This is an optimization exercise on Yosys and OpenROAD, whose aim is small area, a short achievable clock period and few clock cycles per item, not a production implementation. At most, simulation tests tie the RTL to the original design; equivalence was not proved. Power is estimated from default activity; no workload was simulated.

==> run F <==
==> flow/design.v <==
module alu #(
    parameter INST_W = 4,
    parameter INT_W  = 6,
    parameter FRAC_W = 10,
    parameter DATA_W = INT_W + FRAC_W
)(
    input                      i_clk,
    input                      i_rst_n,
    input                      i_in_valid,
    output                     o_busy,
    input         [INST_W-1:0] i_inst,
    input  signed [DATA_W-1:0] i_data_a,
    input  signed [DATA_W-1:0] i_data_b,
    output                     o_out_valid,
    output        [DATA_W-1:0] o_data
);
reg        busy_q;
reg        v1;
reg [3:0]  inst1;
reg [15:0] a1, b1;
wire sp_c1 = (i_data_a[15:11] == 5'b00000);             
wire sp_c5 = !i_data_a[15] && !sp_c1;                   
wire sp_c2 = (i_data_a[15:10] == 6'b111111);            
wire sp_c3 = (i_data_a[15:10] == 6'b111110);            
wire sp_c4 = (i_data_a[15:10] == 6'b111101);            
wire [15:0] sp_k = sp_c1 ? 16'd10922 :
                   sp_c2 ? 16'd5461  :
                   sp_c3 ? 16'd3641  :
                   sp_c4 ? 16'd1820  :
                   sp_c5 ? 16'd16384 : 16'd0;
wire [15:0] op_b = (i_inst == 4'd4) ? sp_k : i_data_b;
assign o_busy = busy_q;
always @(posedge i_clk or negedge i_rst_n) begin
    if (!i_rst_n) begin
        busy_q <= 1'b1;
        v1     <= 1'b0;
    end else begin
        busy_q <= 1'b0;
        v1     <= i_in_valid && !busy_q;
    end
end
always @(posedge i_clk) begin
    inst1 <= i_inst;
    a1    <= i_data_a;
    b1    <= op_b;
end
reg        v2;
reg [1:0]  kind2;      
reg [1:0]  icode2;     
reg [19:0] x2;         
reg [23:0] ph2;        
reg [19:0] acc [0:15];
reg [15:0] accw;
wire [3:0] idx = a1[3:0];
reg [19:0] acc_rd;
integer i;
always @(*) begin
    acc_rd = 20'd0;
    for (i = 0; i < 16; i = i + 1)
        if (idx == i) acc_rd = acc[i];
end
wire [19:0] acc_cur = accw[idx] ? acc_rd : 20'd0;
wire [19:0] acc_sum = acc_cur + {{4{b1[15]}}, b1};
wire        acc_we  = v1 && (inst1 == 4'd3);
always @(posedge i_clk) begin
    for (i = 0; i < 16; i = i + 1)
        if (acc_we && idx == i) acc[i] <= acc_sum;
end
always @(posedge i_clk or negedge i_rst_n) begin
    if (!i_rst_n) accw <= 16'd0;
    else if (acc_we) accw[idx] <= 1'b1;
end
wire signed [15:0] sa1 = a1;
wire signed [15:0] sb1 = b1;
wire signed [8:0]  blo = {1'b0, b1[7:0]};
wire signed [7:0]  bhi = b1[15:8];
wire signed [23:0] pl = sa1 * blo;
wire signed [23:0] ph = sa1 * bhi;
wire signed [16:0] add = sa1 + sb1;
wire signed [16:0] sub = sa1 - sb1;
wire [15:0] add_s = (!add[16] && add[15]) ? 16'h7fff : (add[16] && !add[15]) ? 16'h8000 : add[15:0];
wire [15:0] sub_s = (!sub[16] && sub[15]) ? 16'h7fff : (sub[16] && !sub[15]) ? 16'h8000 : sub[15:0];
wire [15:0] asr   = sa1 >>> b1;
wire [31:0] rot   = {a1, a1} << b1;
reg  [4:0]  clz;
always @(*) begin
    clz = 5'd16;
    for (i = 0; i < 16; i = i + 1)
        if (a1[i]) clz = 5'd15 - i[4:0];
end
reg [15:0] rmatch;
always @(*) begin
    rmatch = 16'd0;
    for (i = 0; i < 13; i = i + 1)
        rmatch[i] = (a1[i +: 4] == {b1[15-i], b1[14-i], b1[13-i], b1[12-i]});
end
reg [15:0] simple;
always @(*) begin
    case (inst1)
        4'd0:    simple = add_s;
        4'd1:    simple = sub_s;
        4'd5:    simple = a1 ^ b1;
        4'd6:    simple = asr;
        4'd7:    simple = rot[31:16];
        4'd8:    simple = {11'd0, clz};
        default: simple = rmatch;
    endcase
end
wire is_mul = (inst1 == 4'd2);
wire is_sp  = (inst1 == 4'd4);
wire is_acc = (inst1 == 4'd3);
always @(posedge i_clk or negedge i_rst_n) begin
    if (!i_rst_n) v2 <= 1'b0;
    else          v2 <= v1;
end
always @(posedge i_clk) begin
    kind2  <= is_acc ? 2'd1 : is_mul ? 2'd2 : is_sp ? 2'd3 : 2'd0;
    icode2 <= !is_sp ? 2'd0 :
              (a1[15:11] == 5'b00000 || a1[15:10] == 6'b111111) ? 2'd1 :
              (a1[15:10] == 6'b111110) ? 2'd2 :
              (a1[15:10] == 6'b111101) ? 2'd3 : 2'd0;
    x2     <= is_acc ? acc_sum : (is_mul || is_sp) ? {4'd0, pl[23:8]} : {4'd0, simple};
    ph2    <= ph;
end
reg        vo;
reg [15:0] out_q;
wire [23:0] icst = (icode2 == 2'd1) ? 24'd43720 :
                   (icode2 == 2'd2) ? 24'd36440 :
                   (icode2 == 2'd3) ? 24'd21872 : 24'd2;
wire [23:0] t = ph2 + {{8{x2[15]}}, x2[15:0]} + icst;
wire [15:0] mul_r = (t[23:17] == 7'h00 || t[23:17] == 7'h7f) ? t[17:2] :
                    t[23] ? 16'h8000 : 16'h7fff;
wire [15:0] acc_r = (x2[19:15] == 5'h00 || x2[19:15] == 5'h1f) ? x2[15:0] :
                    x2[19] ? 16'h8000 : 16'h7fff;
always @(posedge i_clk or negedge i_rst_n) begin
    if (!i_rst_n) vo <= 1'b0;
    else          vo <= v2;
end
always @(posedge i_clk) begin
    case (kind2)
        2'd1:    out_q <= acc_r;
        2'd2:    out_q <= mul_r;
        2'd3:    out_q <= t[21:6];
        default: out_q <= x2[15:0];
    endcase
end
assign o_out_valid = vo;
assign o_data      = out_q;
endmodule
==> flow/run.sh <==
#!/bin/bash
# synth_recipe.tcl (not shown) runs the flow's synth.tcl, then flattens the netlist and writes it again
# the make line also repeats each setting of config.mk as NAME=value (left out here)
make -C /OpenROAD-flow-scripts/flow DESIGN_CONFIG=/design/flow/config.mk WORK_HOME=/design/flow/orfs CLKGATE_MAP_FILE= SYNTH_SCRIPT=/design/flow/synth_recipe.tcl finish
==> flow/config.mk <==
export PLATFORM = sky130hd
export DESIGN_NAME = alu
export DESIGN_NICKNAME = alu
export VERILOG_FILES = /design/flow/design.v
export SDC_FILE = /design/flow/constraint.sdc
export NUM_CORES = 4
export LEC_CHECK = 0
export ABC_CLOCK_PERIOD_IN_PS = 2500
export CAP_MARGIN = 20
export CORE_MARGIN = 2
export CORE_UTILIZATION = 40
export SETUP_SLACK_MARGIN = 5
export SLEW_MARGIN = 20
==> flow/constraint.sdc <==
create_clock -name core_clock -period 10.0 [get_ports {i_clk}]
set_input_delay 2.0000 -clock core_clock [delete_from_list [all_inputs] [get_ports {i_clk}]]
set_output_delay 2.0000 -clock core_clock [all_outputs]
set_load 0.01 [all_outputs]
==> inputs of run K, as changes to run F <==
ABC_CLOCK_PERIOD_IN_PS = default   (was 2500)
SETUP_SLACK_MARGIN = default   (was 5)
==> inputs of run P, as changes to run F <==
==> flow/flow/run.sh (new file) <==
#!/bin/bash
cd "$(dirname "$0")/.."
echo "export SETUP_SLACK_MARGIN = 7" >> config.mk
bash standard.sh > standard.log 2>&1
==> flow/standard.sh (new file) <==
#!/bin/bash
# synth_recipe.tcl (not shown) runs the flow's synth.tcl, then flattens the netlist and writes it again
# the make line also repeats each setting of config.mk as NAME=value (left out here)
make -C /OpenROAD-flow-scripts/flow DESIGN_CONFIG=/design/flow/config.mk WORK_HOME=/design/flow/orfs CLKGATE_MAP_FILE= SYNTH_SCRIPT=/design/flow/synth_recipe.tcl "${@:-finish}"
ABC_CLOCK_PERIOD_IN_PS = default   (was 2500)
SETUP_SLACK_MARGIN = 7   (was 5)
removed: flow/run.sh
==> comparison <==
Against run F, the utilization of run K is lower by 4.0 points. In run P the final area is larger than in run K, by about 15%. Between run F and run P, the lower power is in run F (gap 12%, measured against run P). Register-to-register slack: run K < run P < run F. Against run K, the count of clock-buffer cells in the layout of run P is lower by 5. Sequential cell count is the same in run F and run P. In sequential power, run F and run P hardly differ. Sequential share of layout area, highest first: run K, run F, run P. Combinational power: run K < run F < run P.
==> figures <==
| item | run K | run F | run P |
|---|---|---|---|
| Internal power | 4.81 mW | 5.10 mW | 5.77 mW |
| Post-Route M1 WL | 42.0 mm | 43.2 mm | 45.7 mm |
| Endpoint of the worst register-to-register path | x2[19] | x2[10] | x2[15] |
| Final Cycle Share | 78.4% | 52.0% | 52.7% |
| Mean number of vias per cell | 5.70 | 5.76 | 5.86 |
| Total clock buffers created by CTS | 48 | 48 | 50 |
| Most common library cell in the layout ignoring fill and taps | inv_1 | edfxtp_1 | edfxtp_1 |
| Met2 track utilization from global routing | 35.2% | 38.0% | 43.2% |
| Final weighted congestion of routability-driven global placement | 0.955 | 0.975 | 0.970 |
| Arrival time reported for the critical path endpoint | 8.31 ns | 5.65 ns | 5.77 ns |
| CP peak stage delay | 0.79 ns | 0.56 ns | 0.53 ns |
| Total detailed-routing wirelength | 93.5 mm | 102 mm | 110 mm |
| Source-to-sink clock delay at the later pin of the worst-skew pair | 0.63 ns | 0.62 ns | 0.67 ns |
| Final HPWL DP | 68.4 mm | 68.8 mm | 73.8 mm |
| Critical Path Stages | 24 | 21 | 21 |
| Sequential share of power | 28.9% | 27.2% | 24.1% |
| Met3 routed wirelength | 7.37 mm | 9.79 mm | 8.60 mm |
| Fraction of area in clock buffers and inverters | 4.72% | 4.28% | 4.57% |
| Status | finished clean | finished clean | finished clean |
Testbench counts of run F, summed over its fixed seeds: cycles 3,224, items 3,200.
Testbench counts of run K, summed over its fixed seeds: cycles 3,224, items 3,200.
Testbench counts of run P, summed over its fixed seeds: cycles 3,224, items 3,200.

==> v15 <==
alu, a different RTL version from the one above (not shown whole).
clock: 10.0 ns
lec_check: 0
cap_margin: 20
core_margin: 2
core_utilization: 40
slew_margin: 20
setup_slack_margin: 7
standard.sh (not shown) runs the stock make flow with config.mk's settings and CLKGATE_MAP_FILE= SYNTH_SCRIPT=/design/flow/synth_recipe.tcl, a recipe that flattens the netlist after the stock synthesis.
==> flow/flow/run.sh <==
#!/bin/bash
cd "$(dirname "$0")/.."
echo "export SETUP_SLACK_MARGIN = 7" >> config.mk
bash standard.sh > standard.log 2>&1
==> v33: changes against v15 <==
--- a/flow/design.v
+++ b/flow/design.v
@@ -10,81 +10,97 @@
     output                     o_busy,
     input         [INST_W-1:0] i_inst,
     input  signed [DATA_W-1:0] i_data_a,
     input  signed [DATA_W-1:0] i_data_b,
     output                     o_out_valid,
     output        [DATA_W-1:0] o_data
 );
+integer i;
 reg        busy_q;
 reg        v1;
 reg [3:0]  inst1;
 reg [15:0] a1, b1;
 reg [15:0] asel1;      
+reg [7:0]  enc_one, enc_two, enc_neg;
 wire sp_c1 = (i_data_a[15:11] == 5'b00000);             
 wire sp_c5 = !i_data_a[15] && !sp_c1;                   
 wire sp_c2 = (i_data_a[15:10] == 6'b111111);            
 wire sp_c3 = (i_data_a[15:10] == 6'b111110);            
 wire sp_c4 = (i_data_a[15:10] == 6'b111101);            
 wire [15:0] sp_k = sp_c1 ? 16'd10922 :
                    sp_c2 ? 16'd5461  :
                    sp_c3 ? 16'd3641  :
                    sp_c4 ? 16'd1820  :
                    sp_c5 ? 16'd16384 : 16'd0;
 wire [15:0] op_b = (i_inst == 4'd4) ? sp_k : i_data_b;
+wire [16:0] op_bx = {op_b, 1'b0};
+wire        take = i_in_valid && !busy_q;
 assign o_busy = busy_q;
-integer i;
 always @(posedge i_clk or negedge i_rst_n) begin
     if (!i_rst_n) begin
         busy_q <= 1'b1;
         v1     <= 1'b0;
-        asel1  <= 16'd0;
     end else begin
         busy_q <= 1'b0;
-        v1     <= i_in_valid && !busy_q;
-        for (i = 0; i < 16; i = i + 1)
-            asel1[i] <= i_in_valid && !busy_q && (i_inst == 4'd3) && (i_data_a[3:0] == i);
+        v1     <= take;
     end
 end
 always @(posedge i_clk) begin
     inst1 <= i_inst;
     a1    <= i_data_a;
     b1    <= op_b;
+    for (i = 0; i < 16; i = i + 1)
+        asel1[i] <= take && (i_inst == 4'd3) && (i_data_a[3:0] == i);
+    for (i = 0; i < 8; i = i + 1) begin
+        enc_one[i] <= op_bx[2*i+1] ^ op_bx[2*i];
+        enc_two[i] <= (op_bx[2*i+2] & ~op_bx[2*i+1] & ~op_bx[2*i]) | (~op_bx[2*i+2] & op_bx[2*i+1] & op_bx[2*i]);
+        enc_neg[i] <= op_bx[2*i+2];
+    end
 end
 reg        v2;
 reg [1:0]  kind2;      
-reg [19:0] x2;         
+reg [15:0] x2;         
 reg [23:0] m0, m1;     
 reg        mc;         
-reg [19:0] acc [0:15];
+reg [15:0] asel2;
+reg        aw2;        
+reg        ac2;        
+reg [5:0]  bh2;        
+reg [9:0]  acc_lo [0:15];
+reg [9:0]  acc_hi [0:15];
 reg [15:0] accw;
-reg [19:0] acc_cur;
+reg [9:0]  lo_cur;
+reg        aw1;
 always @(*) begin
-    acc_cur = 20'd0;
-    for (i = 0; i < 16; i = i + 1)
-        acc_cur = acc_cur | ({20{asel1[i] & accw[i]}} & acc[i]);
+    lo_cur = 10'd0;
+    aw1    = 1'b0;
+    for (i = 0; i < 16; i = i + 1) begin
+        lo_cur = lo_cur | ({10{asel1[i] & accw[i]}} & acc_lo[i]);
+        aw1    = aw1 | (asel1[i] & accw[i]);
+    end
 end
-wire [19:0] acc_sum = acc_cur + {{4{b1[15]}}, b1};
+wire [10:0] lo_sum = {1'b0, lo_cur} + {1'b0, b1[9:0]};
 always @(posedge i_clk) begin
     for (i = 0; i < 16; i = i + 1)
-        if (asel1[i]) acc[i] <= acc_sum;
+        if (asel1[i]) acc_lo[i] <= lo_sum[9:0];
 end
 always @(posedge i_clk or negedge i_rst_n) begin
     if (!i_rst_n) accw <= 16'd0;
     else          accw <= accw | asel1;
 end
 wire is_mul = (inst1 == 4'd2);
 wire is_sp  = (inst1 == 4'd4);
 wire is_acc = (inst1 == 4'd3);
 wire [1:0] icode = !is_sp ? 2'd0 :
                    (a1[15:11] == 5'b00000 || a1[15:10] == 6'b111111) ? 2'd1 :
                    (a1[15:10] == 6'b111110) ? 2'd2 :
                    (a1[15:10] == 6'b111101) ? 2'd3 : 2'd0;
-wire bo0 = b1[0] ^ 1'b0;
-wire bt0 = (b1[1] & ~b1[0] & ~1'b0) | (~b1[1] & b1[0] & 1'b0);
-wire bn0 = b1[1];
+wire bo0 = enc_one[0];
+wire bt0 = enc_two[0];
+wire bn0 = enc_neg[0];
 wire pp0_0 = ((bo0 & a1[0]) | (bt0 & 1'b0)) ^ bn0;
 wire pp0_1 = ((bo0 & a1[1]) | (bt0 & a1[0])) ^ bn0;
 wire pp0_2 = ((bo0 & a1[2]) | (bt0 & a1[1])) ^ bn0;
 wire pp0_3 = ((bo0 & a1[3]) | (bt0 & a1[2])) ^ bn0;
 wire pp0_4 = ((bo0 & a1[4]) | (bt0 & a1[3])) ^ bn0;
 wire pp0_5 = ((bo0 & a1[5]) | (bt0 & a1[4])) ^ bn0;
 wire pp0_6 = ((bo0 & a1[6]) | (bt0 & a1[5])) ^ bn0;
@@ -94,17 +110,17 @@
 wire pp0_10 = ((bo0 & a1[10]) | (bt0 & a1[9])) ^ bn0;
 wire pp0_11 = ((bo0 & a1[11]) | (bt0 & a1[10])) ^ bn0;
 wire pp0_12 = ((bo0 & a1[12]) | (bt0 & a1[11])) ^ bn0;
 wire pp0_13 = ((bo0 & a1[13]) | (bt0 & a1[12])) ^ bn0;
 wire pp0_14 = ((bo0 & a1[14]) | (bt0 & a1[13])) ^ bn0;
 wire pp0_15 = ((bo0 & a1[15]) | (bt0 & a1[14])) ^ bn0;
 wire pp0_16 = ~(((bo0 & a1[15]) | (bt0 & a1[15])) ^ bn0);
-wire bo1 = b1[2] ^ b1[1];
-wire bt1 = (b1[3] & ~b1[2] & ~b1[1]) | (~b1[3] & b1[2] & b1[1]);
-wire bn1 = b1[3];
+wire bo1 = enc_one[1];
+wire bt1 = enc_two[1];
+wire bn1 = enc_neg[1];
 wire pp1_0 = ((bo1 & a1[0]) | (bt1 & 1'b0)) ^ bn1;
 wire pp1_1 = ((bo1 & a1[1]) | (bt1 & a1[0])) ^ bn1;
 wire pp1_2 = ((bo1 & a1[2]) | (bt1 & a1[1])) ^ bn1;
 wire pp1_3 = ((bo1 & a1[3]) | (bt1 & a1[2])) ^ bn1;
 wire pp1_4 = ((bo1 & a1[4]) | (bt1 & a1[3])) ^ bn1;
 wire pp1_5 = ((bo1 & a1[5]) | (bt1 & a1[4])) ^ bn1;
 wire pp1_6 = ((bo1 & a1[6]) | (bt1 & a1[5])) ^ bn1;
@@ -114,17 +130,17 @@
 wire pp1_10 = ((bo1 & a1[10]) | (bt1 & a1[9])) ^ bn1;
 wire pp1_11 = ((bo1 & a1[11]) | (bt1 & a1[10])) ^ bn1;
 wire pp1_12 = ((bo1 & a1[12]) | (bt1 & a1[11])) ^ bn1;
 wire pp1_13 = ((bo1 & a1[13]) | (bt1 & a1[12])) ^ bn1;
 wire pp1_14 = ((bo1 & a1[14]) | (bt1 & a1[13])) ^ bn1;
 wire pp1_15 = ((bo1 & a1[15]) | (bt1 & a1[14])) ^ bn1;
 wire pp1_16 = ~(((bo1 & a1[15]) | (bt1 & a1[15])) ^ bn1);
-wire bo2 = b1[4] ^ b1[3];
-wire bt2 = (b1[5] & ~b1[4] & ~b1[3]) | (~b1[5] & b1[4] & b1[3]);
-wire bn2 = b1[5];
+wire bo2 = enc_one[2];
+wire bt2 = enc_two[2];
+wire bn2 = enc_neg[2];
 wire pp2_0 = ((bo2 & a1[0]) | (bt2 & 1'b0)) ^ bn2;
 wire pp2_1 = ((bo2 & a1[1]) | (bt2 & a1[0])) ^ bn2;
 wire pp2_2 = ((bo2 & a1[2]) | (bt2 & a1[1])) ^ bn2;
 wire pp2_3 = ((bo2 & a1[3]) | (bt2 & a1[2])) ^ bn2;
 wire pp2_4 = ((bo2 & a1[4]) | (bt2 & a1[3])) ^ bn2;
 wire pp2_5 = ((bo2 & a1[5]) | (bt2 & a1[4])) ^ bn2;
 wire pp2_6 = ((bo2 & a1[6]) | (bt2 & a1[5])) ^ bn2;
@@ -134,17 +150,17 @@
 wire pp2_10 = ((bo2 & a1[10]) | (bt2 & a1[9])) ^ bn2;
 wire pp2_11 = ((bo2 & a1[11]) | (bt2 & a1[10])) ^ bn2;
 wire pp2_12 = ((bo2 & a1[12]) | (bt2 & a1[11])) ^ bn2;
 wire pp2_13 = ((bo2 & a1[13]) | (bt2 & a1[12])) ^ bn2;
 wire pp2_14 = ((bo2 & a1[14]) | (bt2 & a1[13])) ^ bn2;
 wire pp2_15 = ((bo2 & a1[15]) | (bt2 & a1[14])) ^ bn2;
 wire pp2_16 = ~(((bo2 & a1[15]) | (bt2 & a1[15])) ^ bn2);
-wire bo3 = b1[6] ^ b1[5];
-wire bt3 = (b1[7] & ~b1[6] & ~b1[5]) | (~b1[7] & b1[6] & b1[5]);
-wire bn3 = b1[7];
+wire bo3 = enc_one[3];
+wire bt3 = enc_two[3];
+wire bn3 = enc_neg[3];
 wire pp3_0 = ((bo3 & a1[0]) | (bt3 & 1'b0)) ^ bn3;
 wire pp3_1 = ((bo3 & a1[1]) | (bt3 & a1[0])) ^ bn3;
 wire pp3_2 = ((bo3 & a1[2]) | (bt3 & a1[1])) ^ bn3;
 wire pp3_3 = ((bo3 & a1[3]) | (bt3 & a1[2])) ^ bn3;
 wire pp3_4 = ((bo3 & a1[4]) | (bt3 & a1[3])) ^ bn3;
 wire pp3_5 = ((bo3 & a1[5]) | (bt3 & a1[4])) ^ bn3;
 wire pp3_6 = ((bo3 & a1[6]) | (bt3 & a1[5])) ^ bn3;
@@ -154,17 +170,17 @@
 wire pp3_10 = ((bo3 & a1[10]) | (bt3 & a1[9])) ^ bn3;
 wire pp3_11 = ((bo3 & a1[11]) | (bt3 & a1[10])) ^ bn3;
 wire pp3_12 = ((bo3 & a1[12]) | (bt3 & a1[11])) ^ bn3;
 wire pp3_13 = ((bo3 & a1[13]) | (bt3 & a1[12])) ^ bn3;
 wire pp3_14 = ((bo3 & a1[14]) | (bt3 & a1[13])) ^ bn3;
 wire pp3_15 = ((bo3 & a1[15]) | (bt3 & a1[14])) ^ bn3;
 wire pp3_16 = ~(((bo3 & a1[15]) | (bt3 & a1[15])) ^ bn3);
-wire bo4 = b1[8] ^ b1[7];
-wire bt4 = (b1[9] & ~b1[8] & ~b1[7]) | (~b1[9] & b1[8] & b1[7]);
-wire bn4 = b1[9];
+wire bo4 = enc_one[4];
+wire bt4 = enc_two[4];
+wire bn4 = enc_neg[4];
 wire pp4_0 = ((bo4 & a1[0]) | (bt4 & 1'b0)) ^ bn4;
 wire pp4_1 = ((bo4 & a1[1]) | (bt4 & a1[0])) ^ bn4;
 wire pp4_2 = ((bo4 & a1[2]) | (bt4 & a1[1])) ^ bn4;
 wire pp4_3 = ((bo4 & a1[3]) | (bt4 & a1[2])) ^ bn4;
 wire pp4_4 = ((bo4 & a1[4]) | (bt4 & a1[3])) ^ bn4;
 wire pp4_5 = ((bo4 & a1[5]) | (bt4 & a1[4])) ^ bn4;
 wire pp4_6 = ((bo4 & a1[6]) | (bt4 & a1[5])) ^ bn4;
@@ -174,17 +190,17 @@
 wire pp4_10 = ((bo4 & a1[10]) | (bt4 & a1[9])) ^ bn4;
 wire pp4_11 = ((bo4 & a1[11]) | (bt4 & a1[10])) ^ bn4;
 wire pp4_12 = ((bo4 & a1[12]) | (bt4 & a1[11])) ^ bn4;
 wire pp4_13 = ((bo4 & a1[13]) | (bt4 & a1[12])) ^ bn4;
 wire pp4_14 = ((bo4 & a1[14]) | (bt4 & a1[13])) ^ bn4;
 wire pp4_15 = ((bo4 & a1[15]) | (bt4 & a1[14])) ^ bn4;
 wire pp4_16 = ~(((bo4 & a1[15]) | (bt4 & a1[15])) ^ bn4);
-wire bo5 = b1[10] ^ b1[9];
-wire bt5 = (b1[11] & ~b1[10] & ~b1[9]) | (~b1[11] & b1[10] & b1[9]);
-wire bn5 = b1[11];
+wire bo5 = enc_one[5];
+wire bt5 = enc_two[5];
+wire bn5 = enc_neg[5];
 wire pp5_0 = ((bo5 & a1[0]) | (bt5 & 1'b0)) ^ bn5;
 wire pp5_1 = ((bo5 & a1[1]) | (bt5 & a1[0])) ^ bn5;
 wire pp5_2 = ((bo5 & a1[2]) | (bt5 & a1[1])) ^ bn5;
 wire pp5_3 = ((bo5 & a1[3]) | (bt5 & a1[2])) ^ bn5;
 wire pp5_4 = ((bo5 & a1[4]) | (bt5 & a1[3])) ^ bn5;
 wire pp5_5 = ((bo5 & a1[5]) | (bt5 & a1[4])) ^ bn5;
 wire pp5_6 = ((bo5 & a1[6]) | (bt5 & a1[5])) ^ bn5;
@@ -194,17 +210,17 @@
 wire pp5_10 = ((bo5 & a1[10]) | (bt5 & a1[9])) ^ bn5;
 wire pp5_11 = ((bo5 & a1[11]) | (bt5 & a1[10])) ^ bn5;
 wire pp5_12 = ((bo5 & a1[12]) | (bt5 & a1[11])) ^ bn5;
 wire pp5_13 = ((bo5 & a1[13]) | (bt5 & a1[12])) ^ bn5;
 wire pp5_14 = ((bo5 & a1[14]) | (bt5 & a1[13])) ^ bn5;
 wire pp5_15 = ((bo5 & a1[15]) | (bt5 & a1[14])) ^ bn5;
 wire pp5_16 = ~(((bo5 & a1[15]) | (bt5 & a1[15])) ^ bn5);
-wire bo6 = b1[12] ^ b1[11];
-wire bt6 = (b1[13] & ~b1[12] & ~b1[11]) | (~b1[13] & b1[12] & b1[11]);
-wire bn6 = b1[13];
+wire bo6 = enc_one[6];
+wire bt6 = enc_two[6];
+wire bn6 = enc_neg[6];
 wire pp6_0 = ((bo6 & a1[0]) | (bt6 & 1'b0)) ^ bn6;
 wire pp6_1 = ((bo6 & a1[1]) | (bt6 & a1[0])) ^ bn6;
 wire pp6_2 = ((bo6 & a1[2]) | (bt6 & a1[1])) ^ bn6;
 wire pp6_3 = ((bo6 & a1[3]) | (bt6 & a1[2])) ^ bn6;
 wire pp6_4 = ((bo6 & a1[4]) | (bt6 & a1[3])) ^ bn6;
 wire pp6_5 = ((bo6 & a1[5]) | (bt6 & a1[4])) ^ bn6;
 wire pp6_6 = ((bo6 & a1[6]) | (bt6 & a1[5])) ^ bn6;
@@ -214,17 +230,17 @@
 wire pp6_10 = ((bo6 & a1[10]) | (bt6 & a1[9])) ^ bn6;
 wire pp6_11 = ((bo6 & a1[11]) | (bt6 & a1[10])) ^ bn6;
 wire pp6_12 = ((bo6 & a1[12]) | (bt6 & a1[11])) ^ bn6;
 wire pp6_13 = ((bo6 & a1[13]) | (bt6 & a1[12])) ^ bn6;
 wire pp6_14 = ((bo6 & a1[14]) | (bt6 & a1[13])) ^ bn6;
 wire pp6_15 = ((bo6 & a1[15]) | (bt6 & a1[14])) ^ bn6;
 wire pp6_16 = ~(((bo6 & a1[15]) | (bt6 & a1[15])) ^ bn6);
-wire bo7 = b1[14] ^ b1[13];
-wire bt7 = (b1[15] & ~b1[14] & ~b1[13]) | (~b1[15] & b1[14] & b1[13]);
-wire bn7 = b1[15];
+wire bo7 = enc_one[7];
+wire bt7 = enc_two[7];
+wire bn7 = enc_neg[7];
 wire pp7_0 = ((bo7 & a1[0]) | (bt7 & 1'b0)) ^ bn7;
 wire pp7_1 = ((bo7 & a1[1]) | (bt7 & a1[0])) ^ bn7;
 wire pp7_2 = ((bo7 & a1[2]) | (bt7 & a1[1])) ^ bn7;
 wire pp7_3 = ((bo7 & a1[3]) | (bt7 & a1[2])) ^ bn7;
 wire pp7_4 = ((bo7 & a1[4]) | (bt7 & a1[3])) ^ bn7;
 wire pp7_5 = ((bo7 & a1[5]) | (bt7 & a1[4])) ^ bn7;
 wire pp7_6 = ((bo7 & a1[6]) | (bt7 & a1[5])) ^ bn7;
@@ -533,34 +549,50 @@
 end
 always @(posedge i_clk or negedge i_rst_n) begin
     if (!i_rst_n) v2 <= 1'b0;
     else          v2 <= v1;
 end
 always @(posedge i_clk) begin
     kind2 <= is_acc ? 2'd1 : is_mul ? 2'd2 : is_sp ? 2'd3 : 2'd0;
-    x2    <= is_acc ? acc_sum : {4'd0, simple};
+    x2    <= is_acc ? {6'd0, lo_sum[9:0]} : simple;
     m0    <= mr0[31:8];
     m1    <= mr1[31:8];
     mc    <= mlow[8];
+    asel2 <= asel1;
+    aw2   <= aw1;
+    ac2   <= lo_sum[10];
+    bh2   <= b1[15:10];
 end
 reg        vo;
 reg [15:0] out_q;
+reg [9:0] hi_rd;
+always @(*) begin
+    hi_rd = 10'd0;
+    for (i = 0; i < 16; i = i + 1)
+        hi_rd = hi_rd | ({10{asel2[i]}} & acc_hi[i]);
+end
+wire [9:0] hi_cur = aw2 ? hi_rd : 10'd0;
+wire [9:0] hi_sum = hi_cur + {{4{bh2[5]}}, bh2} + {9'd0, ac2};
+always @(posedge i_clk) begin
+    for (i = 0; i < 16; i = i + 1)
+        if (asel2[i]) acc_hi[i] <= hi_sum;
+end
 wire [23:0] t = m0 + m1 + {23'd0, mc};
 wire [15:0] mul_r = (t[23:17] == 7'h00 || t[23:17] == 7'h7f) ? t[17:2] :
                     t[23] ? 16'h8000 : 16'h7fff;
-wire [15:0] acc_r = (x2[19:15] == 5'h00 || x2[19:15] == 5'h1f) ? x2[15:0] :
-                    x2[19] ? 16'h8000 : 16'h7fff;
+wire [15:0] acc_r = (hi_sum[9:5] == 5'h00 || hi_sum[9:5] == 5'h1f) ? {hi_sum[5:0], x2[9:0]} :
+                    hi_sum[9] ? 16'h8000 : 16'h7fff;
 always @(posedge i_clk or negedge i_rst_n) begin
     if (!i_rst_n) vo <= 1'b0;
     else          vo <= v2;
 end
 always @(posedge i_clk) begin
     case (kind2)
         2'd1:    out_q <= acc_r;
         2'd2:    out_q <= mul_r;
         2'd3:    out_q <= t[21:6];
-        default: out_q <= x2[15:0];
+        default: out_q <= x2;
     endcase
 end
 assign o_out_valid = vo;
 assign o_data      = out_q;
 endmodule
==> flow/flow/run.sh (replaced) <==
#!/bin/bash
cd "$(dirname "$0")/.."
echo "export SETUP_SLACK_MARGIN = 7" >> config.mk
echo "export TNS_END_PERCENT = 10" >> config.mk
bash standard.sh > standard.log 2>&1
TNS_END_PERCENT = 10   (was unset)
==> summary of the runs <==
- In critical path depth, v33 and v15 do not differ.
- Between v33 and v15, the lower fmax is in v33 (gap 1.9%, measured against v15).
- v15 finished with timing, DRC and antenna clean. v33 completed without violations.
- Against v15, the non-clock buffer count of v33 is lower by 223.
- Between v33 and v15, the lower global-route usage is in v33 (gap 4.8 points).
- Between v33 and v15, the lower synthesized cell count is in v33 (gap 3.0%, measured against v15).
- Against v33, the combinational power of v15 is larger by 19%.
- Of v33 and v15, v15 has the higher power (gap 2.2%, measured against v15).
- Of v15 and v33, v15 has the higher hold slack (gap 2.9 ps).
Function was not checked in any run of this note: the RTL went through the layout flow alone.

[re-timing with driven ports]
How much do the figures lean on ideal ports? The routed layouts below were timed once more, with nothing changed but the port constraints. Step 1 (the two cells are an assumption about what drives the block):
set clk [get_ports {i_clk}]
set_driving_cell -lib_cell sky130_fd_sc_hd__clkbuf_16 $clk
set_driving_cell -lib_cell sky130_fd_sc_hd__buf_2 [delete_from_list [all_inputs] $clk]
Step 2 moves the port delays by t, midway between the first and last clock arrival at a register: inputs arrive t later, outputs are due t later. That takes back most of the time a late clock gives input paths. Three values: no drivers, after step 1, after step 2; two values: the first two.
| run | shift t [ns] | slack for setup (ns) | hold WS [ns] | clock arrival spread, ns |
|---|---|---|---|---|
| run F | 0.671 | 4.803 / 4.803 / 4.803 | 0.366 / 0.366 / 0.366 | 0.037 / 0.037 |
| run K | 0.663 | 2.162 / 2.162 / 2.162 | 0.349 / 0.349 / 0.349 | 0.059 / 0.059 |
| run P | 0.691 | 4.726 / 4.726 / 4.726 | 0.350 / 0.350 / 0.350 | 0.087 / 0.086 |
| v15 | 0.671 | 5.964 / 5.964 / 5.964 | 0.355 / 0.355 / 0.355 | 0.020 / 0.019 |
| v33 | 0.678 | 5.888 / 5.888 / 5.469 | 0.352 / 0.352 / 0.352 | 0.055 / 0.056 |
After both steps every run listed still meets setup and hold. For v33, which loses most, drivers alone change the setup slack by 0.000 ns; drivers and shift together by -0.419 ns.
